From an optimization exercise on the open Yosys and OpenROAD flow, aimed at small area; shortcuts taken in it are not production practice.
RTL that was checked went through simulation tests only; none was proved equivalent to the original.
For run 1, only the layout was checked, not whether the RTL still works.
No run shown here takes its clock network from TritonCTS; it comes from the design's own scripts or RTL.
No driver is modelled on the clock port, so clock power and skew are understated where the tree is cut down; a real chip needs a root buffer or a tree.
No activity file was given, so power comes from the tool's default toggle rates.

===== flow/flow/run.sh =====
#!/bin/bash
# Own layout flow: the standard ORFS flow with three changes.
#  1. Synthesis is the standard synthesis script, except that ABC maps the
#     logic with an area-oriented script (flow/abc_area.script). Everything
#     before ABC (and so every register, its name and its cell) is unchanged.
#     Yosys's full/half-adder extraction is skipped (ADDER_MAP_FILE empty), so
#     ABC sees and optimises all of the logic.
#  2. Port buffers are the smallest buffer (buf_1) instead of a delay buffer.
#  3. The clock tree is built by flow/cts.tcl (a root buffer and 12 leaf
#     buffers over position-based groups of registers) instead of TritonCTS.
# Each tool's output is in orfs/logs/...; make's own output in flow_make.log.
set -euo pipefail
W=$PWD
F=$W/flow

# synthesis script: synth_recipe.tcl sourcing a copy of ORFS's synth.tcl whose
# ABC call uses our script
sed "s|^source \$::env(SCRIPTS_DIR)/synth_preamble.tcl|source \$::env(SCRIPTS_DIR)/synth_preamble.tcl\nset abc_args [lreplace \$abc_args 1 1 $F/abc_area.script]|" \
    "$FLOW_HOME/scripts/synth.tcl" > "$W/synth_area.tcl"
grep -q "abc_area.script" "$W/synth_area.tcl"
sed "s|^source \$::env(SCRIPTS_DIR)/synth.tcl|source $W/synth_area.tcl|" synth_recipe.tcl > "$W/own_synth.tcl"
grep -q "synth_area.tcl" "$W/own_synth.tcl"
sed "s|SYNTH_SCRIPT=[^ ]*|SYNTH_SCRIPT=$W/own_synth.tcl|" standard.sh > "$W/own_standard.sh"
grep -q "own_synth.tcl" "$W/own_standard.sh"

bash "$W/own_standard.sh" \
    "ADDER_MAP_FILE=" \
    "BUFFER_PORTS_ARGS=-buffer_cell sky130_fd_sc_hd__buf_1" \
    "PRE_CTS_TCL=$F/cts.tcl" \
    finish > "$W/flow_make.log" 2>&1
test -s "$W/out/final.def"

===== flow/flow/abc_area.script =====
&get -n
&st
&syn3
&dch -f
&nf -R 1000 -p
&put

===== flow/flow/cts.tcl =====
proc my_cts_build { nleaf ncol bufname {rootname sky130_fd_sc_hd__clkbuf_8} } {
  set db [ord::get_db]
  set block [ord::get_db_block]
  set clk [$block findNet clk]
  $clk setSigType CLOCK
  set sinks {}
  foreach it [$clk getITerms] {
    set bb [[$it getInst] getBBox]
    lappend sinks [list $it [expr {([$bb xMin] + [$bb xMax]) / 2}] [expr {([$bb yMin] + [$bb yMax]) / 2}]]
  }
  # split into ncol columns by x, each into nrow groups by y
  set nrow [expr {($nleaf + $ncol - 1) / $ncol}]
  set groups {}
  set s [lsort -integer -index 1 $sinks]
  set n [llength $s]
  for {set c 0} {$c < $ncol} {incr c} {
    set col [lsort -integer -index 2 [lrange $s [expr {$c * $n / $ncol}] [expr {($c + 1) * $n / $ncol - 1}]]]
    set m [llength $col]
    for {set r 0} {$r < $nrow} {incr r} {
      lappend groups [lrange $col [expr {$r * $m / $nrow}] [expr {($r + 1) * $m / $nrow - 1}]]
    }
  }
  set master [$db findMaster $bufname]
  set drv $clk
  if {$nleaf > 4} {
    set sx 0; set sy 0
    foreach e $sinks { incr sx [lindex $e 1]; incr sy [lindex $e 2] }
    set n [llength $sinks]
    set root [odb::dbInst_create $block [$db findMaster $rootname] "clkbuf_root"]
    set drv [odb::dbNet_create $block "clknet_root"]
    $drv setSigType CLOCK
    [$root findITerm A] connect $clk
    [$root findITerm X] connect $drv
    $root setLocation [expr {$sx / $n}] [expr {$sy / $n}]
    $root setPlacementStatus PLACED
  }
  set k 0
  foreach g $groups {
    set sx 0; set sy 0
    foreach e $g { incr sx [lindex $e 1]; incr sy [lindex $e 2] }
    set n [llength $g]
    set inst [odb::dbInst_create $block $master "clkbuf_leaf_$k"]
    set net [odb::dbNet_create $block "clknet_leaf_$k"]
    $net setSigType CLOCK
    [$inst findITerm A] connect $drv
    [$inst findITerm X] connect $net
    foreach e $g { set it [lindex $e 0]; $it disconnect; $it connect $net }
    $inst setLocation [expr {$sx / $n}] [expr {$sy / $n}]
    $inst setPlacementStatus PLACED
    incr k
  }
  puts "my_cts: [llength $sinks] sinks, $k buffers $bufname"
}

# Replace TritonCTS: the clock port drives one root clock buffer, which
# drives 12 leaf clock buffers, each driving about 10 registers.
rename clock_tree_synthesis triton_clock_tree_synthesis
proc clock_tree_synthesis { args } {
  my_cts_build 12 3 sky130_fd_sc_hd__clkbuf_4 sky130_fd_sc_hd__clkbuf_4
  set_propagated_clock [all_clocks]
}

===== flow/standard.sh =====
#!/bin/bash
# synth_recipe.tcl (not shown) runs the flow's synth.tcl, then flattens the netlist and writes it again
# the make line also repeats each setting of config.mk as NAME=value (left out here)
make -C /OpenROAD-flow-scripts/flow DESIGN_CONFIG=/design/flow/config.mk WORK_HOME=/design/flow/orfs CLKGATE_MAP_FILE= SYNTH_SCRIPT=/design/flow/synth_recipe.tcl "${@:-finish}"

===== flow/config.mk =====
export PLATFORM = sky130hd
export DESIGN_NAME = second_counter_top
export DESIGN_NICKNAME = second_counter_top
export VERILOG_FILES = /design/flow/design.v
export SDC_FILE = /design/flow/constraint.sdc
export NUM_CORES = 4
export LEC_CHECK = 0
export CAP_MARGIN = 20
export CORE_MARGIN = 2
export CORE_UTILIZATION = 45
export SLEW_MARGIN = 20

===== flow/constraint.sdc =====
create_clock -name core_clock -period 10.0 [get_ports {clk}]
set_input_delay 2.0000 -clock core_clock [delete_from_list [all_inputs] [get_ports {clk}]]
set_output_delay 2.0000 -clock core_clock [all_outputs]
set_load 0.01 [all_outputs]

===== flow/design.v =====
module debounce(input wire clk, input wire rst_n, input wire smp, input wire key_i, output reg fire);
reg [3:0] st; reg [3:0] nx;
always @(*) begin
  case ({st, key_i})
    5'd0: nx = 4'd9;
    5'd1: nx = 4'd0;
    5'd2: nx = 4'd7;
    5'd3: nx = 4'd0;
    5'd4: nx = 4'd9;
    5'd5: nx = 4'd0;
    5'd6: nx = 4'd5;
    5'd7: nx = 4'd0;
    5'd10: nx = 4'd5;
    5'd11: nx = 4'd0;
    5'd14: nx = 4'd3;
    5'd15: nx = 4'd2;
    5'd18: nx = 4'd10;
    5'd19: nx = 4'd0;
    5'd20: nx = 4'd11;
    5'd21: nx = 4'd0;
    5'd22: nx = 4'd13;
    5'd23: nx = 4'd0;
    5'd26: nx = 4'd14;
    5'd27: nx = 4'd0;
    5'd28: nx = 4'd1;
    5'd29: nx = 4'd0;
    default: nx = 4'bxxxx;
  endcase
  case (st)
    4'd0: fire = 1'b0;
    4'd1: fire = 1'b0;
    4'd2: fire = 1'b1;
    4'd3: fire = 1'b1;
    4'd5: fire = 1'b0;
    4'd7: fire = 1'b0;
    4'd9: fire = 1'b0;
    4'd10: fire = 1'b0;
    4'd11: fire = 1'b0;
    4'd13: fire = 1'b0;
    4'd14: fire = 1'b0;
    default: fire = 1'bx;
  endcase
end
always @(posedge clk or negedge rst_n) if (~rst_n) st <= 4'd0; else if (smp) st <= nx;
endmodule
module  sco (
        input    wire              clk                 ,
        input    wire              rst_n               ,
        input    wire              p1                  ,
        input    wire              p2                  ,
        input    wire              p3                  ,
        input    wire              fire_bs             ,
        input    wire              fire_rec            ,
        input    wire              fire_dis            ,
        input    wire    [2:0]     sel                 ,
        output   wire    [3:0]     dig
);
reg        en;         
reg [1:0]  cd;         
reg [1:0]  cr;         
reg [3:0]  d0, d1, d2, d4;
reg [2:0]  d3, d5;
wire d0_9 = d0[3] & d0[0];
wire d1_9 = d1[3] & d1[0];
wire d2_9 = d2[3] & d2[0];
wire d3_5 = d3[2] & d3[0];
wire d4_9 = d4[3] & d4[0];
wire d5_5 = d5[2] & d5[0];
wire c1 = p1 & d0_9;
wire c2 = c1 & d1_9;
wire c3 = c2 & d2_9;
wire c4 = c3 & d3_5;
wire c5 = c4 & d4_9;
function [3:0] inc10;
    input [3:0] d;
    input       e;
    inc10 = {d[3] ^ (e & d[0] & (d[3] | (d[2] & d[1]))),
             d[2] ^ (e & d[0] & d[1]),
             d[1] ^ (e & d[0] & ~d[3]),
             d[0] ^ e};
endfunction
function [2:0] inc6;
    input [2:0] d;
    input       e;
    inc6 = {d[2] ^ (e & d[0] & (d[2] | d[1])),
            d[1] ^ (e & d[0] & ~d[2]),
            d[0] ^ e};
endfunction
always @(posedge clk or negedge rst_n) begin
    if (~rst_n) begin
        d0 <= 4'd0; d1 <= 4'd0; d2 <= 4'd0; d3 <= 3'd0; d4 <= 4'd0; d5 <= 3'd0;
    end
    else begin
        d0 <= inc10(d0, p1 & (en | d0_9));
        d1 <= inc10(d1, c1);
        d2 <= inc10(d2, c2);
        d3 <= inc6(d3, c3);
        d4 <= inc10(d4, c4);
        d5 <= inc6(d5, c5);
    end
end
always @(posedge clk or negedge rst_n) begin
    if (~rst_n) begin
        en <= 1'b0;
        cd <= 2'd0;
    end
    else begin
        if (p2 & fire_bs) begin
            en <= ~en;
            cd <= 2'd0;
        end
        else if (p3 & fire_dis & ~fire_bs & ~en)
            cd <= {cd[1] ^ cd[0], ~cd[0]};
    end
end
wire [21:0] now = {d5, d4, d3, d2, d1, d0};
wire wr = p2 & fire_rec & en;
reg        full;       
always @(posedge clk or negedge rst_n) begin
    if (~rst_n) begin
        cr <= 2'd0;
        full <= 1'b0;
    end
    else if (wr) begin
        cr <= {cr[0], ~(cr[1] | cr[0])};
        if (cr[1]) full <= 1'b1;
    end
end
reg [21:0] lap0, lap1, lap2;
always @(posedge clk) begin
    if (wr & (cr == 2'd0)) lap0 <= now;
    if (wr & (cr == 2'd1)) lap1 <= now;
    if (wr & cr[1])        lap2 <= now;
end
wire blank = ~full & ((cd == 2'd3) | (cd == 2'd2 & ~cr[1]) | (cd == 2'd1 & cr == 2'd0));
wire [3:0] src = blank ? 4'b0000 : {cd == 2'd3, cd == 2'd2, cd == 2'd1, cd == 2'd0};
wire [5:0] pos = {sel == 3'd0, sel == 3'd1, sel == 3'd2, sel == 3'd3, sel == 3'd4, sel == 3'd5};
function [3:0] pick;
    input [21:0] v;
    input [5:0]  p;
    pick = ({4{p[0]}} & v[3:0])           | ({4{p[1]}} & v[7:4])  |
           ({4{p[2]}} & v[11:8])          | ({4{p[3]}} & {1'b0, v[14:12]}) |
           ({4{p[4]}} & v[18:15])         | ({4{p[5]}} & {1'b0, v[21:19]});
endfunction
assign dig = pick(now,  pos & {6{src[0]}}) | pick(lap0, pos & {6{src[1]}}) |
             pick(lap1, pos & {6{src[2]}}) | pick(lap2, pos & {6{src[3]}});
endmodule
module  led_display (
        input    wire              clk              ,
        input    wire              rst_n            ,
        input    wire    [3:0]     dig              ,   
        output   wire              p0               ,
        output   wire              p1               ,
        output   wire              p2               ,
        output   wire              p3               ,
        output   wire    [2:0]     sel              ,
        output   wire    [7:0]     seg
);
reg [2:0] b;
reg [2:0] c;
reg [2:0] s;
wire f1 = b[2] & ~b[1];
always @(posedge clk or negedge rst_n) begin
    if (~rst_n) begin
        b <= 3'b000;
        c <= 3'b000;
        s <= 3'd5;
    end
    else begin
        b <= {b[1], b[0], ~(b[2] & b[1])};
        if (f1) c <= {c[1], c[0], ~(c[2] | c[1])};
        s <= {s[2] ^ (f1 & ~s[0] & ~s[1]),
              s[1] ^ (f1 & ~s[0] & (s[2] | s[1])),
              s[0] ^ f1};
    end
end
wire after = (c == 3'b000) & s[0];
assign p0 = f1 & c[2] & ~c[1] & ~s[0];
assign p1 = after & b[0] & ~b[1];
assign p2 = after & b[1] & ~b[2];
assign p3 = after & b[2] & b[0];
assign sel = s;
reg [6:0] seg_r;
always @(*) begin
    case (dig)
        4'd0: seg_r = 7'b100_0000;
        4'd1: seg_r = 7'b111_1001;
        4'd2: seg_r = 7'b010_0100;
        4'd3: seg_r = 7'b011_0000;
        4'd4: seg_r = 7'b001_1001;
        4'd5: seg_r = 7'b001_0010;
        4'd6: seg_r = 7'b000_0010;
        4'd7: seg_r = 7'b111_1000;
        4'd8: seg_r = 7'b000_0000;
        4'd9: seg_r = 7'b001_0000;
        default: seg_r = 7'bxxx_xxxx;
    endcase
end
assign seg = {~(s[0] & ~s[2]), seg_r};
endmodule
module  second_counter_top (
        input    wire             clk                 ,
        input    wire             rst_n               ,
        input    wire             key_bs              ,
        input    wire             key_rec             ,
        input    wire             key_dis             ,
        output   wire    [2:0]    sel                 ,
        output   wire    [7:0]    seg
);
wire p0, p1, p2, p3;
wire fire_bs, fire_rec, fire_dis;
wire [3:0] dig;
debounce debounce_u1 (.clk(clk), .rst_n(rst_n), .smp(p0), .key_i(key_bs),  .fire(fire_bs));
debounce debounce_u2 (.clk(clk), .rst_n(rst_n), .smp(p0), .key_i(key_rec), .fire(fire_rec));
debounce debounce_u3 (.clk(clk), .rst_n(rst_n), .smp(p0), .key_i(key_dis), .fire(fire_dis));
sco sco_u1 (
    .clk(clk), .rst_n(rst_n), .p1(p1), .p2(p2), .p3(p3),
    .fire_bs(fire_bs), .fire_rec(fire_rec), .fire_dis(fire_dis),
    .sel(sel), .dig(dig));
led_display led_display_u1 (
    .clk(clk), .rst_n(rst_n), .dig(dig),
    .p0(p0), .p1(p1), .p2(p2), .p3(p3), .sel(sel), .seg(seg));
endmodule

==> metrics.cfg, run 1 <==
[detailed_routing]
first_pass_iters=5
via_per_inst=5.83
num_vias=3206
wire_per_inst_um=19.7
drt-initial-drc-count=275
ant_nets=0
drc=0
routed_wl_um=10800

[setup_path]
end_kind=output port
crit_arrival_ns=3.75
critPathKind=register to output port
cp_max_fo=7
critPathRequiredTime_ns=8.00
start_kind=register
reg2regPathDepth=11

[sta]
tightest_slew_ns=0.960
finalCritPeriodShare=0.575
skew_ns=0.0123
setup_tns_ns=0
setup_viol=0
hold_viol_final=0
period_minus_slack_ns=5.75
maxSlewViolCount=0
max_freq_mhz=174
slew_headroom=0.352
rsz0062_at_grt=false

[die]
floorplan.io_pins=16
die_area_mm2=0.0114
die-width_um=107
initial_core_util=0.463
dieHeight_um=107
core-area_mm2=0.0103
rows=37

[worst_hold_path]
hp-class=register to register
min_path_cells=0

[placement]
portBuffers=15
dp_hpwl_um=7660
place.gp.congestion=0.975

[yosys]
synth_seq_area_share=0.675
synthesis.nets=387
yosys.area.top_type=edfxtp_1
synth_warnings=3
ys_seq_elements=115
synth.distinct_cells=39
synth_edf_count=66
synth_top_cell_area_share=0.416
ys_top_cells_by_area=edfxtp_1 42%, dfrtp_1 25%, nor2_1 4.7%, a21oi_1 2.8%, nand2_1 2.4%
synth.cell_area_mm2=0.00476
syn_inst=382
synthFlopType=edfxtp_1
syn_area_per_cell_um2=12.5
async_reset_ff_frac=0.426

[grt]
grt_pass1_vias=3053
track_usage=0.195
grt_max_degree=50
grt_pass1_wl_um=17300
antenna_found_initial=1
grt_overflow=0

[finish]
area_delta_synth_final_pct=7.73
n_fill_cell=936
fin_nets=420
drive_gt1_frac=0.0533

[power_and_ir_drop]
leakagePower_nw=1.77
peakVddDrop_mv=0.0552
total_power_w=0.000712
p_per_area_mw_per_mm2=139

[outcome]
outcome=finished clean

[job]
drv_cap=0

[clock_network]
clkTransAtPathRegs_ns=0.10
cts_setup_buffers=0
cts_resized=0
clock_latency_ns=0.50
cts_hold_buffers=0

## critical path, stage by stage, from the launching register on
cell,delay [ns]
dfrtp_1,0.47
o311ai_0,0.87
nor2_1,0.25
a32o_1,0.28
a221oi_1,0.21
and3_1,0.19
nand4_1,0.26
xnor2_1,0.21
nor3_1,0.21
o21bai_1,0.15
buf_1,0.16
## path summary, 6_finish.rpt
path,from,slack (ns),to
worst max-delay path,sco_u1.cr[1],4.25,seg[3]
worst min-delay path,led_display_u1.b[0],0.38,led_display_u1.b[1]
worst max register to register,led_display_u1.s[0],6.51,sco_u1.d5[1]
worst min register to register,led_display_u1.b[0],0.38,led_display_u1.b[1]
max in group asynchronous,rst_n,7.98,sco_u1.d0[2]
min in group asynchronous,rst_n,1.59,debounce_u2.st[2]
## flip-flops by register name, indices dropped and copies added (netlist names), 4 cells and up
name	flops
sco_u1.d2	4
sco_u1.d4	4
sco_u1.d1	4
debounce_u2.st	4
debounce_u3.st	4
sco_u1.d0	4
sco_u1.lap1	22
debounce_u1.st	4
sco_u1.lap0	22
sco_u1.lap2	22
## Yosys cell counts (2+ instances only)
cell type	count
a21o_1	3
a21oi_1	27
a221oi_1	12
a222oi_1	8
a22o_1	4
a22oi_1	10
a31oi_1	3
a32o_1	5
and3_1	8
clkinv_1	5
dfrtp_1	47
dfstp_2	2
edfxtp_1	66
mux2_1	2
nand2_1	30
nand2b_1	12
nand3_1	9
nand4_1	4
nor2_1	59
nor2b_1	12
nor3_1	11
nor3b_1	2
o21ai_0	7
o21bai_1	2
o22a_1	2
or2_0	4
xnor2_1	11
xor2_1	4
## cells by family after synthesis
| logic type | after synthesis | synth area share |
|---|---|---|
| muxes | 2 | 0.00473 |
| xor gates and xnor gates | 15 | 0.0276 |
| and+or+nand+nor | 155 | 0.153 |
| DFF | 115 | 0.675 |
| buffers and inverters | 5 | 0.00394 |
| AOI/OAI and AO/OA | 90 | 0.136 |
## area by class of cell
class / count / area (µm²) / share of cell area
Tap cell: 136 / 170 / 0.0332
Buffer: 13 / 97.6 / 0.0190
Timing Repair Buffer: 18 / 80.1 / 0.0156
Multi-Input combinational cell: 262 / 1550 / 0.302
Antenna cell: 1 / 2.50 / 0.000488
Inverter: 5 / 18.8 / 0.00366
Sequential cell: 115 / 3210 / 0.626
## report_power, final
part / internal, W / total (W) / leakage, nW / switching, W
Combinational: 0.00000385 / 0.0000117 / 0.624 / 0.00000781
Sequential: 0.000500 / 0.000503 / 1.09 / 0.00000356
Clock: 0.0000597 / 0.000197 / 0.0598 / 0.000137
## per-layer routing
metal / wire [µm] / up-vias / global-route usage
met1: 4890 / 1554 / 0.284
met3: 637 / 22 / 0.0225
met2: 5020 / 116 / 0.318
li1: - / 1514 / -
met4: 291 / 0 / 0.0455
met5: 0 / - / 0
## through the flow
| stage | utilization | std cells | instance area, µm² | hold slack, ns | worst slack (ns) |
|---|---|---|---|---|---|
| global placement | 0.489 | 536 | 5020 | 0.358 | 5.03 |
| CTS | 0.499 | 549 | 5120 | 0.387 | 4.27 |
| global route | 0.499 | 549 | 5120 | 0.403 | 3.98 |
| detailed placement | 0.489 | 536 | 5030 | 0.362 | 4.85 |
| floorplan | - | 382 | 4760 | 0.354 | 5.30 |
| finish | 0.499 | 550 | 5130 | 0.384 | 4.25 |
## cell usage in the layout (no fill, tap or decap), drive strengths merged, types with 2 or more instances in the layout
cell type,count
edfxtp,66
nor2,59
dfrtp,47
nand2,30
a21oi,27
buf,17
clkbuf,14
nand2b,12
a221oi,12
nor2b,12
xnor2,11
nor3,11
a22oi,10
nand3,9
a222oi,8
and3,8
o21ai,7
clkinv,5
a32o,5
or2,4
nand4,4
a22o,4
xor2,4
a31oi,3
a21o,3
o21bai,2
mux2,2
o22a,2
dfstp,2
nor3b,2
==> run 2: changes to the inputs <==
--- a/flow/design.v
+++ b/flow/design.v
@@ -115,35 +115,52 @@
 end
 wire [21:0] now = {d5, d4, d3, d2, d1, d0};
 wire wr = p2 & fire_rec & en;
+reg [1:0]  ph;
+reg        pend;       
 reg        full;       
-always @(posedge clk or negedge rst_n) begin
-    if (~rst_n) begin
-        cr <= 2'd0;
+wire [1:0] ph_n = {ph[0], ~(ph[1] | ph[0])};     
+wire       ins  = pend & (ph_n == cr);
+always @(posedge clk or negedge rst_n) begin
+    if (~rst_n) begin
+        ph   <= 2'd0;
+        pend <= 1'b0;
+        cr   <= 2'd0;
         full <= 1'b0;
     end
-    else if (wr) begin
-        cr <= {cr[0], ~(cr[1] | cr[0])};
-        if (cr[1]) full <= 1'b1;
-    end
-end
-reg [21:0] lap0, lap1, lap2;
+    else begin
+        ph <= ph_n;
+        if (wr) pend <= 1'b1;
+        else if (ins) begin
+            pend <= 1'b0;
+            cr   <= {cr[0], ~(cr[1] | cr[0])};
+            if (cr[1]) full <= 1'b1;
+        end
+    end
+end
+reg [21:0] r0, r1, r2;
 always @(posedge clk) begin
-    if (wr & (cr == 2'd0)) lap0 <= now;
-    if (wr & (cr == 2'd1)) lap1 <= now;
-    if (wr & cr[1])        lap2 <= now;
+    r0 <= ins ? now : r2;
+    r1 <= r0;
+    r2 <= r1;
 end
 wire blank = ~full & ((cd == 2'd3) | (cd == 2'd2 & ~cr[1]) | (cd == 2'd1 & cr == 2'd0));
-wire [3:0] src = blank ? 4'b0000 : {cd == 2'd3, cd == 2'd2, cd == 2'd1, cd == 2'd0};
+reg [3:0] src;
+always @(*) begin
+    case ({cd, ph})
+        4'b00_00, 4'b00_01, 4'b00_10: src = 4'b0001;                  
+        4'b01_00: src = 4'b0010;  4'b01_01: src = 4'b0100;  4'b01_10: src = 4'b1000;   
+        4'b10_00: src = 4'b1000;  4'b10_01: src = 4'b0010;  4'b10_10: src = 4'b0100;   
+        4'b11_00: src = 4'b0100;  4'b11_01: src = 4'b1000;  4'b11_10: src = 4'b0010;   
+        default: src = 4'bxxxx;
+    endcase
+    if (blank) src = 4'b0000;
+end
+wire [21:0] v = ({22{src[0]}} & now) | ({22{src[1]}} & r0) |
+                ({22{src[2]}} & r1)  | ({22{src[3]}} & r2);
 wire [5:0] pos = {sel == 3'd0, sel == 3'd1, sel == 3'd2, sel == 3'd3, sel == 3'd4, sel == 3'd5};
-function [3:0] pick;
-    input [21:0] v;
-    input [5:0]  p;
-    pick = ({4{p[0]}} & v[3:0])           | ({4{p[1]}} & v[7:4])  |
-           ({4{p[2]}} & v[11:8])          | ({4{p[3]}} & {1'b0, v[14:12]}) |
-           ({4{p[4]}} & v[18:15])         | ({4{p[5]}} & {1'b0, v[21:19]});
-endfunction
-assign dig = pick(now,  pos & {6{src[0]}}) | pick(lap0, pos & {6{src[1]}}) |
-             pick(lap1, pos & {6{src[2]}}) | pick(lap2, pos & {6{src[3]}});
+assign dig = ({4{pos[0]}} & v[3:0])           | ({4{pos[1]}} & v[7:4])  |
+             ({4{pos[2]}} & v[11:8])          | ({4{pos[3]}} & {1'b0, v[14:12]}) |
+             ({4{pos[4]}} & v[18:15])         | ({4{pos[5]}} & {1'b0, v[21:19]});
 endmodule
 module  led_display (
         input    wire              clk              ,
==> metrics.cfg, run 2 <==
[outcome]
outcome=finished clean

[setup_path]
end_kind=output port
crit_arrival_ns=3.76  ; about the same
r2r_setup_slack_ns=6.19  ; -0.32 ns
cp_max_fo=22  ; +15
critPathKind=register to output port
critPathRequiredTime_ns=8.00  ; about the same
start_kind=register

[detailed_routing]
drt-initial-drc-count=155  ; -44%
num_vias=3154  ; -1.6%
routed_wl_um=9250  ; -15%
via_per_inst=5.41  ; -7.2%
drc=0  ; unchanged
first_pass_iters=5  ; unchanged
wire_per_inst_um=15.9  ; -20%
ant_nets=0  ; unchanged

[yosys]
synth.cell_area_mm2=0.00447  ; -6.2%
synth_top_cell_area_share=0.296  ; -0.121
yosys.area.top_type=dfxtp_1
ys_top_cells_by_area=dfxtp_1 30%, dfrtp_1 28%, mux2_1 6.6%, a22oi_1 5.5%, nor2_1 4.5%
synthTopCellsByCount=66 x dfxtp_1, 53 x nor2_1, 50 x dfrtp_1, 33 x a22oi_1, 33 x nand2_1
synth_seq_area_share=0.588  ; -0.0869
synthesis.nets=422  ; +9.0%
yosysMostFrequentCell=dfxtp_1
syn_area_per_cell_um2=10.7  ; -14%
syn_inst=417  ; +9.2%
ys_seq_elements=118  ; +2.6%
synthFlopType=dfxtp_1
synth_warnings=3  ; unchanged
synth.distinct_cells=35  ; -10%
synth_edf_count=0  ; -100%
async_reset_ff_frac=0.441  ; +0.0146

[grt]
grt_pass1_vias=3051  ; -0.066%
grt_max_degree=53  ; +6.0%
use_met3=0.0170  ; -0.00550
grtUsageMet1=0.246  ; -0.0381
grt_overflow=0  ; unchanged
grt_util_met2=0.276  ; -0.0418
antenna_found_initial=0  ; -1
track_usage=0.168  ; -0.0270
top_usage_layer=met2
grt_pass1_wl_um=15500  ; -11%

[clock_network]
cts_setup_buffers=0  ; unchanged
clkTransAtPathRegs_ns=0.10  ; about the same
cts_resized=0  ; unchanged
cts_hold_buffers=0  ; unchanged
clock_latency_ns=0.50  ; about the same

[sta]
setup_viol=0  ; unchanged
finalCritPeriodShare=0.576  ; +0.000606
hold_viol_final=0  ; unchanged
skew_ns=0.0153  ; +0.00302 ns
setup_tns_ns=0  ; unchanged
rsz0062_at_grt=false
slew_headroom=0.264  ; -0.0881
max_freq_mhz=174  ; -0.11%
period_minus_slack_ns=5.76  ; +0.00606 ns
tightest_slew_ns=1.10  ; +0.144 ns
maxSlewViolCount=0  ; unchanged

[power_and_ir_drop]
peakVddDrop_mv=0.0586  ; +6.2%
p_per_area_mw_per_mm2=144  ; +4.0%
leakagePower_nw=2.04  ; +15%

[die]
rows=36  ; -2.7%
die-width_um=104  ; -3.0%
core-area_mm2=0.00968  ; -5.8%
die_area_mm2=0.0107  ; -5.9%
initial_core_util=0.461  ; -0.00187
floorplan.io_pins=16  ; unchanged
dieHeight_um=104  ; -3.0%

[finish]
layout_commonest_cell=dfxtp_1
final-seq-area_mm2=0.00263  ; -18%
final_cell_mix=66 x dfxtp_1, 53 x nor2_1, 50 x dfrtp_1, 33 x nand2_1, 33 x a22oi_1
postLayoutCoreUtil=0.499  ; about the same
fin_nets=456  ; +8.6%
n_fill_cell=900  ; -3.8%
top_regs=sco_u1.r0 x22, sco_u1.r1 x22, sco_u1.r2 x22
area_delta_synth_final_pct=8.12
drive_gt1_frac=0.0490  ; -0.00427
multi_input_area_mm2=0.00184  ; +19%

[placement]
dp_hpwl_um=6050  ; -21%
place.gp.congestion=0.871  ; -11%
portBuffers=15  ; unchanged

[worst_hold_path]
hp-class=register to register

[job]
drv_cap=0  ; unchanged

==> run 2: stage by stage <==
step           cell area (µm²)  total power [W]  hold WS [ns]  cells  setup WS, ns
2_1_floorplan             4470         0.000498         0.332    417          4.61
3_3_place_gp              4730         0.000506         0.333    569          4.79
3_5_place_dp              4730         0.000506         0.337    569          4.70
4_1_cts                   4830         0.000707         0.350    582          4.11
5_1_grt                   4830         0.000727         0.356    582          3.89
6_report                  4830         0.000697         0.350    583          4.24
==> run 2: logic make-up (layout without fill, tap and decap cells) <==
| family | count (synthesis) | in the layout | share of synthesized area |
|---|---|---|---|
| other | 0 | 1 | 0 |
| buffers and inverters | 3 | 35 | 0.00252 |
| flip-flops | 118 | 118 | 0.588 |
| AND/OR/NAND/NOR | 150 | 150 | 0.157 |
| AO/OA/AOI/OAI | 102 | 102 | 0.152 |
| multiplexers | 26 | 26 | 0.0655 |
| adder cells (fa/ha/maj) | 1 | 1 | 0.00224 |
| XOR/XNOR | 17 | 17 | 0.0333 |
==> run 2: area by class of cell <==
type / instances / share of cell area
antenna: 1 / 0.000518
buffer: 13 / 0.0202
inverter: 3 / 0.00233
multi-input combinational: 296 / 0.381
sequential: 118 / 0.544
tap: 133 / 0.0345
timing repair buffer: 19 / 0.0181
==> run 2: routing by layer <==
layer  up-vias  routed length, µm
li1       1576                  -
met1      1512               4560
met2        47               4180
met3        19                298
met4         0                219
met5         -                  0
==> run 2: worst max-delay path: stages (launching register included) <==
cell and delay (ns):
dfrtp_1 0.48, a21o_1 0.22, or3_1 0.36, a21oi_2 0.84, a22oi_1 0.14, nand3_1 0.17, nand3_1 0.12, nand3_1 0.24
clkinv_1 0.10, maj3_1 0.33, nor2b_1 0.13, buf_1 0.12
==> run 2: path summary, 6_finish.rpt <==
check	end	cells after the start	from
worst max-delay path	seg[5]	11	sco_u1.cd[1]
worst min-delay path	sco_u1.r2[1]	0	sco_u1.r1[1]
worst max register to register	sco_u1.d5[1]	11	led_display_u1.s[0]
worst min register to register	sco_u1.r2[1]	0	sco_u1.r1[1]
max in group asynchronous	sco_u1.d2[1]	2	rst_n
min in group asynchronous	debounce_u2.st[2]	2	rst_n
==> run 2: report_power, final <==
part / switching [W] / leakage, nW / internal (W)
clock: 0.000142 / 0.0598 / 0.0000597
combinational: 0.00000910 / 0.773 / 0.00000498
sequential: 0.00000531 / 1.20 / 0.000477
==> run 3: changes to the inputs <==
--- a/flow/design.v
+++ b/flow/design.v
@@ -117,33 +117,32 @@
 wire wr = p2 & fire_rec & en;
 reg [1:0]  ph;
 reg        pend;       
-reg        full;       
+reg        init;       
 wire [1:0] ph_n = {ph[0], ~(ph[1] | ph[0])};     
-wire       ins  = pend & (ph_n == cr);
+wire       wins = pend & (ph_n == cr);
 always @(posedge clk or negedge rst_n) begin
     if (~rst_n) begin
         ph   <= 2'd0;
         pend <= 1'b0;
         cr   <= 2'd0;
-        full <= 1'b0;
+        init <= 1'b1;
     end
     else begin
         ph <= ph_n;
+        if (ph[1]) init <= 1'b0;
         if (wr) pend <= 1'b1;
-        else if (ins) begin
+        else if (wins) begin
             pend <= 1'b0;
             cr   <= {cr[0], ~(cr[1] | cr[0])};
-            if (cr[1]) full <= 1'b1;
         end
     end
 end
 reg [21:0] r0, r1, r2;
 always @(posedge clk) begin
-    r0 <= ins ? now : r2;
+    r0 <= (wins | init) ? now : r2;
     r1 <= r0;
     r2 <= r1;
 end
-wire blank = ~full & ((cd == 2'd3) | (cd == 2'd2 & ~cr[1]) | (cd == 2'd1 & cr == 2'd0));
 reg [3:0] src;
 always @(*) begin
     case ({cd, ph})
@@ -153,7 +152,6 @@
         4'b11_00: src = 4'b0100;  4'b11_01: src = 4'b1000;  4'b11_10: src = 4'b0010;   
         default: src = 4'bxxxx;
     endcase
-    if (blank) src = 4'b0000;
 end
 wire [21:0] v = ({22{src[0]}} & now) | ({22{src[1]}} & r0) |
                 ({22{src[2]}} & r1)  | ({22{src[3]}} & r2);
==> metrics.cfg, run 3 <==
[worst_hold_path]
hp-start=sco_u1.r1[3]
min_path_cells=0  ; unchanged
min_to=sco_u1.r2[3]
hp-class=register to register

[die]
rows=36  ; unchanged
dieHeight_um=103  ; -0.30%
initial_core_util=0.458  ; -0.00284
die-width_um=103  ; -0.30%
die_area_mm2=0.0107  ; -0.60%
core-area_mm2=0.00968  ; unchanged
floorplan.io_pins=16  ; unchanged

[setup_path]
cp_max_fo=22  ; unchanged
r2r_setup_slack_ns=6.29  ; +0.10 ns
timing.critical_path.mode_cell=a21oi_1
path_buf_inv=1  ; -1
start_kind=register
critPathRequiredTime_ns=8.00  ; about the same
critical_path.slowest_cell=a31o_1
worstReg2RegEnd=sco_u1.d5[1]
critPathMaxStageDelay_ns=0.70  ; -0.14 ns
critPathTopFamily=compound AO/OA/AOI/OAI gates
end_kind=output port
critPathKind=register to output port
crit_chain=nand2b_1 > a21oi_1 > a31o_1 > a221o_1 > a21oi_1 > a221oi_1 > a21oi_1 > o21ai_0 > xnor2_1 > nor3_1 > o21bai_1 > buf_1
crit_arrival_ns=3.89  ; +0.13 ns
reg2regPathDepth=11  ; unchanged
worstReg2RegStart=led_display_u1.s[0]

[outcome]
outcome=finished clean

[sta]
tightest_slew_ns=0.977  ; -0.127 ns
rsz0062_at_grt=false
maxSlewViolCount=0  ; unchanged
slew_headroom=0.349  ; +0.0850
setup_tns_ns=0  ; unchanged
period_minus_slack_ns=5.89  ; +0.134 ns
finalCritPeriodShare=0.589  ; +0.0134
setup_viol=0  ; unchanged
skew_ns=0.0189  ; +0.00355 ns
holdWs_ns=0.334  ; -0.0165 ns
max_freq_mhz=170  ; -2.3%
hold_viol_final=0  ; unchanged

[yosys]
synthesis.nets=410  ; -2.8%
syn_area_per_cell_um2=11.0  ; +2.3%
ys_top_cells_by_area=dfxtp_1 30%, dfrtp_1 28%, mux2_1 6.1%, a21oi_1 3.7%, a22oi_1 3.7%
synth_edf_count=0  ; unchanged
syn_inst=405  ; -2.9%
synth_warnings=3  ; unchanged
yosysMostFrequentCell=dfxtp_1
synth.cell_area_mm2=0.00444  ; -0.62%
synth_seq_area_share=0.592  ; +0.00393
synthTopCellsByCount=66 x dfxtp_1, 49 x dfrtp_1, 41 x nor2_1, 34 x nand2_1, 33 x a21oi_1
synthFlopType=dfxtp_1
async_reset_ff_frac=0.441  ; unchanged
synth_top_cell_area_share=0.298  ; +0.00183
ys_seq_elements=118  ; unchanged
yosys.area.top_type=dfxtp_1
synth.distinct_cells=36  ; +2.9%

[power_and_ir_drop]
leakagePower_nw=2.00  ; -1.6%
peakVddDrop_mv=0.0784  ; +34%
p_per_area_mw_per_mm2=143  ; -1.2%
total_power_w=0.000687  ; -1.5%

[grt]
track_usage=0.172  ; +0.00417
antenna_found_initial=0  ; unchanged
grt_pass1_wl_um=14900  ; -3.6%
grt_overflow=0  ; unchanged
grt_max_degree=53  ; unchanged
grt_pass1_vias=3033  ; -0.59%

[placement]
portBuffers=15  ; unchanged
dp_hpwl_um=5870  ; -3.0%
placed_cells=558  ; -1.9%
place.gp.congestion=0.820  ; -5.8%

[detailed_routing]
num_vias=3139  ; -0.48%
first_pass_iters=4  ; -1
drc=0  ; unchanged
ant_nets=0  ; unchanged
routed_wl_um=8910  ; -3.8%
drt-initial-drc-count=130  ; -16%
via_per_inst=5.50  ; +1.6%
wire_per_inst_um=15.6  ; -1.7%

[clock_network]
cts_resized=0  ; unchanged
clkTransAtPathRegs_ns=0.11  ; about the same
cts_hold_buffers=0  ; unchanged
cts_setup_buffers=0  ; unchanged
clock_latency_ns=0.48  ; -0.02 ns

[finish]
postLayoutCoreUtil=0.497  ; -0.00142
antennaDiodeCount=0  ; -1
final_cell_mix=66 x dfxtp_1, 49 x dfrtp_1, 41 x nor2_1, 34 x nand2_1, 33 x a21oi_1
drive_gt1_frac=0.0571  ; +0.00808
layout_commonest_cell=dfxtp_1
final_cells=571  ; -2.1%
area_delta_synth_final_pct=8.48
fin_nets=445  ; -2.4%
top_regs=sco_u1.r0 x22, sco_u1.r1 x22, sco_u1.r2 x22

[job]
drv_cap=0  ; unchanged

==> run 3: changes by cell type in the layout (fill, tap and decap cells not counted), moves of 2 or more <==
cell	delta
nand3_1	-14
nor2_1	-12
a22oi_1	-11
a221o_1	+8
a31oi_1	+7
a21oi_1	+5
o21ai_0	+4
a21o_1	-2
a21oi_2	-2
mux2_1	-2
==> run 3: area by class of cell <==
| class | instances | area, µm² |
|---|---|---|
| flip-flops and latches | 118 | 2630 |
| inverters | 4 | 15.0 |
| well taps | 133 | 166 |
| plain buffers | 13 | 97.6 |
| multi-input cells | 283 | 1820 |
| repair buffers | 20 | 95.1 |
| fillers | 895 | 4870 |
==> run 3: per-stage QoR <==
step,area (µm²),setup slack [ns]
floorplan,4440,4.39
global placement,4720,4.79
detailed placement,4720,4.63
CTS,4820,4.06
global route,4820,3.66
finish,4820,4.11
==> run 3: worst register-to-register path, cell delays in order, from the launching register on <==
cell     delay [ns]
dfstp_2        0.89
nor4b_1        0.46
nand2_1        0.13
nor2_1         0.18
and3_1         0.19
and2_0         0.31
and3_1         0.40
and3_1         0.26
and3_1         0.32
nand3_1        0.18
nor2_1         0.17
xor2_1         0.15
==> run 3: kinds of logic (layout without fill, tap and decap cells) <==
| logic type | Yosys count | in the layout | share of synthesized area |
|---|---|---|---|
| buf+inv | 4 | 37 | 0.00338 |
| mux | 24 | 24 | 0.0609 |
| simple gates | 124 | 124 | 0.132 |
| compound gates | 118 | 118 | 0.179 |
| xor+xnor | 17 | 17 | 0.0335 |
| flops | 118 | 118 | 0.592 |
==> run 3: worst max-delay path by stage <==
stage                       startpoint     end  slack (ns)  cells past startpoint
after floorplan           sco_u1.cd[0]  seg[3]        4.39                     10
after global placement    sco_u1.ph[1]  seg[3]        4.79                     12
after detailed placement  sco_u1.ph[1]  seg[3]        4.63                     12
after CTS                 sco_u1.ph[1]  seg[3]        4.06                     12
after global routing      sco_u1.cd[1]  seg[3]        3.66                     12
final                     sco_u1.ph[1]  seg[3]        4.11                     12
==> run 3: per-layer routing <==
layer	routed length (µm)	GRT usage
met2	4210	0.287
met4	133	0.0283
met3	335	0.0202
met5	0	0
met1	4230	0.248
==> run 3: report_power, final <==
part | internal (W) | switching, W
sequential | 0.000476 | 0.00000411
clock | 0.0000599 | 0.000135
combinational | 0.00000442 | 0.00000776
total | 0.000540 | 0.000147
==> run 4: changes to the inputs <==
==> flow/flow/abc_area.script (replaced) <==
&get -n
&st
&dc2
&syn3
&dch -f
&nf -R 1000 -p
&put
==> metrics.cfg, run 4 <==
[outcome]
outcome=finished clean

[sta]
slew_headroom=0.374  ; +0.0250
period_minus_slack_ns=5.48  ; -0.418 ns
maxSlewViolCount=0  ; unchanged
setup_viol=0  ; unchanged
hold_viol_final=0  ; unchanged
tightest_slew_ns=0.939  ; -0.0374 ns
skew_ns=0.00887  ; -0.0100 ns
rsz0062_at_grt=false
finalCritPeriodShare=0.548  ; -0.0418
max_freq_mhz=183  ; +7.6%
setup_tns_ns=0  ; unchanged

[setup_path]
worstReg2RegEnd=sco_u1.d5[1]
critical_path.slowest_cell=o21a_1
crit_chain=nor2b_1 > and2_0 > o21a_1 > a222oi_1 > a21oi_1 > a21oi_1 > nand2_1 > nor3_1 > and2_0 > nor2_1 > nor2_1 > buf_1
start_kind=register
critPathRequiredTime_ns=8.00  ; about the same
cp_max_fo=22  ; unchanged
critPathKind=register to output port
critPathMaxStageDelay_ns=0.47  ; -0.23 ns
r2r_setup_slack_ns=6.38  ; +0.09 ns
crit_arrival_ns=3.48  ; -0.41 ns
worstReg2RegStart=led_display_u1.s[0]
end_kind=output port
reg2regPathDepth=11  ; unchanged

[yosys]
ys_seq_elements=118  ; unchanged
synth_seq_area_share=0.594  ; +0.00251
synth.distinct_cells=35  ; -2.8%
synth_xor_area_frac=0.0357  ; +0.00212
synthTopCellsByCount=66 x dfxtp_1, 62 x nand2_1, 55 x nor2_1, 49 x dfrtp_1, 43 x a21oi_1
ys_top_cells_by_area=dfxtp_1 30%, dfrtp_1 28%, mux2_1 5.6%, nand2_1 5.3%, a222oi_1 5.0%
synth_edf_count=0  ; unchanged
synth-simple-area-share=0.172  ; +0.0399
yosysMostFrequentCell=dfxtp_1
synthesis.nets=427  ; +4.1%
synth_top_cell_area_share=0.299  ; +0.00126
synth_top_family_by_area=simple AND/OR/NAND/NOR gates
async_reset_ff_frac=0.441  ; unchanged
syn_inst=422  ; +4.2%
synthFlopType=dfxtp_1
synth-compound-area-share=0.142  ; -0.0372
muxShareOfSynthArea=0.0560  ; -0.00484
syn_area_per_cell_um2=10.5  ; -4.4%
synth_warnings=3  ; unchanged
yosys.area.top_type=dfxtp_1
synth.cell_area_mm2=0.00442  ; -0.42%
synth_adder_area_share=0  ; unchanged

[die]
core-area_mm2=0.00964  ; -0.47%
die_area_mm2=0.0106  ; -0.41%
die-width_um=103  ; -0.20%
initial_core_util=0.459  ; about the same
rows=36  ; unchanged
dieHeight_um=103  ; -0.20%
floorplan.io_pins=16  ; unchanged

[finish]
top_regs=sco_u1.r0 x22, sco_u1.r1 x22, sco_u1.r2 x22
area_delta_synth_final_pct=8.26
final-seq-area_mm2=0.00263  ; unchanged
layout_commonest_cell=dfxtp_1
postLayoutCoreUtil=0.496  ; -0.000792
drive_gt1_frac=0.0505  ; -0.00653
antennaDiodeCount=0  ; unchanged
final_cell_mix=66 x dfxtp_1, 62 x nand2_1, 55 x nor2_1, 49 x dfrtp_1, 43 x a21oi_1
final_design_area_no_fill_mm2=0.00479  ; -0.62%
multi_input_area_mm2=0.00180  ; -1.0%
fin_nets=462  ; +3.8%
n_fill_cell=930  ; +3.9%

[power_and_ir_drop]
peakVddDrop_mv=0.0452  ; -42%
leakagePower_nw=2.06  ; +3.0%
pwr-share-seq=0.698  ; about the same
clkPwrFrac=0.284  ; about the same
comb_power_share=0.018  ; about the same
p_int_w=0.000540  ; about the same
p_per_area_mw_per_mm2=144  ; +0.64%
swShare=0.214  ; +0.000298
p_sw_w=0.000147  ; +0.15%

[clock_network]
cts_setup_buffers=0  ; unchanged
cts_hold_buffers=0  ; unchanged
clkTransAtPathRegs_ns=0.10  ; about the same
cts_resized=0  ; unchanged
clock_latency_ns=0.48  ; about the same

[worst_hold_path]
hp-start=sco_u1.r0[9]
min_path_cells=0  ; unchanged
hp-class=register to register
min_to=sco_u1.r1[9]

[grt]
grt_overflow=0  ; unchanged
grt_pass1_wl_um=14600  ; -2.1%
grt_max_degree=53  ; unchanged
track_usage=0.169  ; -0.00302
antenna_found_initial=0  ; unchanged
grt_pass1_vias=2940  ; -3.1%

[placement]
dp_hpwl_um=5710  ; -2.7%
place_area_mm2=0.00469  ; -0.64%
portBuffers=15  ; unchanged
place.gp.congestion=0.762  ; -7.1%

[detailed_routing]
routed_wl_um=8720  ; -2.1%
num_vias=3130  ; -0.29%
via_per_inst=5.32  ; -3.2%
first_pass_iters=6  ; +2
drt-initial-drc-count=228  ; +75%
ant_nets=0  ; unchanged
drc=0  ; unchanged
wire_per_inst_um=14.8  ; -4.9%

[job]
drv_cap=0  ; unchanged

## run 4: area by class of cell
cell class | count | share of cell area
multi-input combinational | 303 | 0.375
sequential | 118 | 0.549
buffer | 13 | 0.0204
inverter | 1 | 0.000784
tap | 133 | 0.0348
timing repair buffer | 20 | 0.0199
## run 4: how the worst max path moves through the flow
stage,depth (start not counted),slack [ns],end,startpoint
CTS,12,4.44,seg[3],sco_u1.ph[0]
floorplan,9,5.35,seg[1],sco_u1.ph[1]
global placement,12,5.14,seg[0],sco_u1.ph[0]
global route,12,4.17,seg[3],sco_u1.ph[0]
detailed placement,12,5.03,seg[3],sco_u1.ph[0]
finish,12,4.52,seg[3],sco_u1.ph[0]
## run 4: layer usage
layer  up-vias  part of all wire  global-route usage
li1       1581                 -                   -
met1      1502              0.52               0.265
met2        37              0.44               0.258
met3        10             0.033              0.0190
met4         0             0.016              0.0263
met5         -                 0                   0
## run 4: power by group through the flow
stage	sequential (W)	combinational, W	clock (W)
4_1_cts	0.000480	0.0000127	0.000207
6_report	0.000480	0.0000122	0.000195
2_1_floorplan	0.000489	0.00000601	0
3_5_place_dp	0.000490	0.0000127	0
3_3_place_gp	0.000490	0.0000124	0
5_1_grt	0.000481	0.0000145	0.000229
## run 4: cell families after synthesis
logic type	count (synthesis)
and+or+nand+nor	168
DFF	118
AOI/OAI and AO/OA	95
muxes	22
xor gates and xnor gates	18
buffers and inverters	1
## run 4: worst max-delay path: cells and delay by family (launching register included)
kind | cells | cell delay [ns]
compound gates | 4 | 1.14
buf+inv | 1 | 0.15
simple gates | 7 | 1.28
flops | 1 | 0.42
## run 4: stage by stage
| step | total power (W) | instances | worst slack, ns | hold slack [ns] |
|---|---|---|---|---|
| CTS | 0.000700 | 588 | 4.44 | 0.354 |
| finish | 0.000687 | 588 | 4.52 | 0.350 |
| global placement | 0.000502 | 575 | 5.14 | 0.333 |
| global route | 0.000724 | 588 | 4.17 | 0.361 |
| detailed placement | 0.000502 | 575 | 5.03 | 0.339 |
| floorplan | 0.000495 | 422 | 5.35 | 0.330 |

[what the ideal ports hide]
In the flow no input, the clock included, has a driving cell. The finished layouts below were timed again as built, in two steps. Step 1 (the two cells are an assumption about what drives the block):
set clk [get_ports {clk}]
set_driving_cell -lib_cell sky130_fd_sc_hd__clkbuf_16 $clk
set_driving_cell -lib_cell sky130_fd_sc_hd__buf_2 [delete_from_list [all_inputs] $clk]
Step 2 moves the port delays by t, midway between the first and last clock arrival at a register: inputs arrive t later, outputs are due t later. That takes back most of the time a late clock gives input paths. a / b / c = no drivers / after step 1 / after step 2; a / b = the first two.
run	shift t [ns]	setup slack, ns	hold slack, ns	worst setup path at the end
run 1	0.530	4.247 / 4.216 / 4.746	0.384 / 0.384 / 0.384	register to output
run 2	0.529	4.241 / 4.209 / 4.738	0.350 / 0.350 / 0.350	register to output
run 3	0.497	4.107 / 4.077 / 4.574	0.334 / 0.334 / 0.334	register to output
run 4	0.500	4.525 / 4.497 / 4.997	0.350 / 0.350 / 0.350	register to output
After both steps every run listed still meets setup and hold.
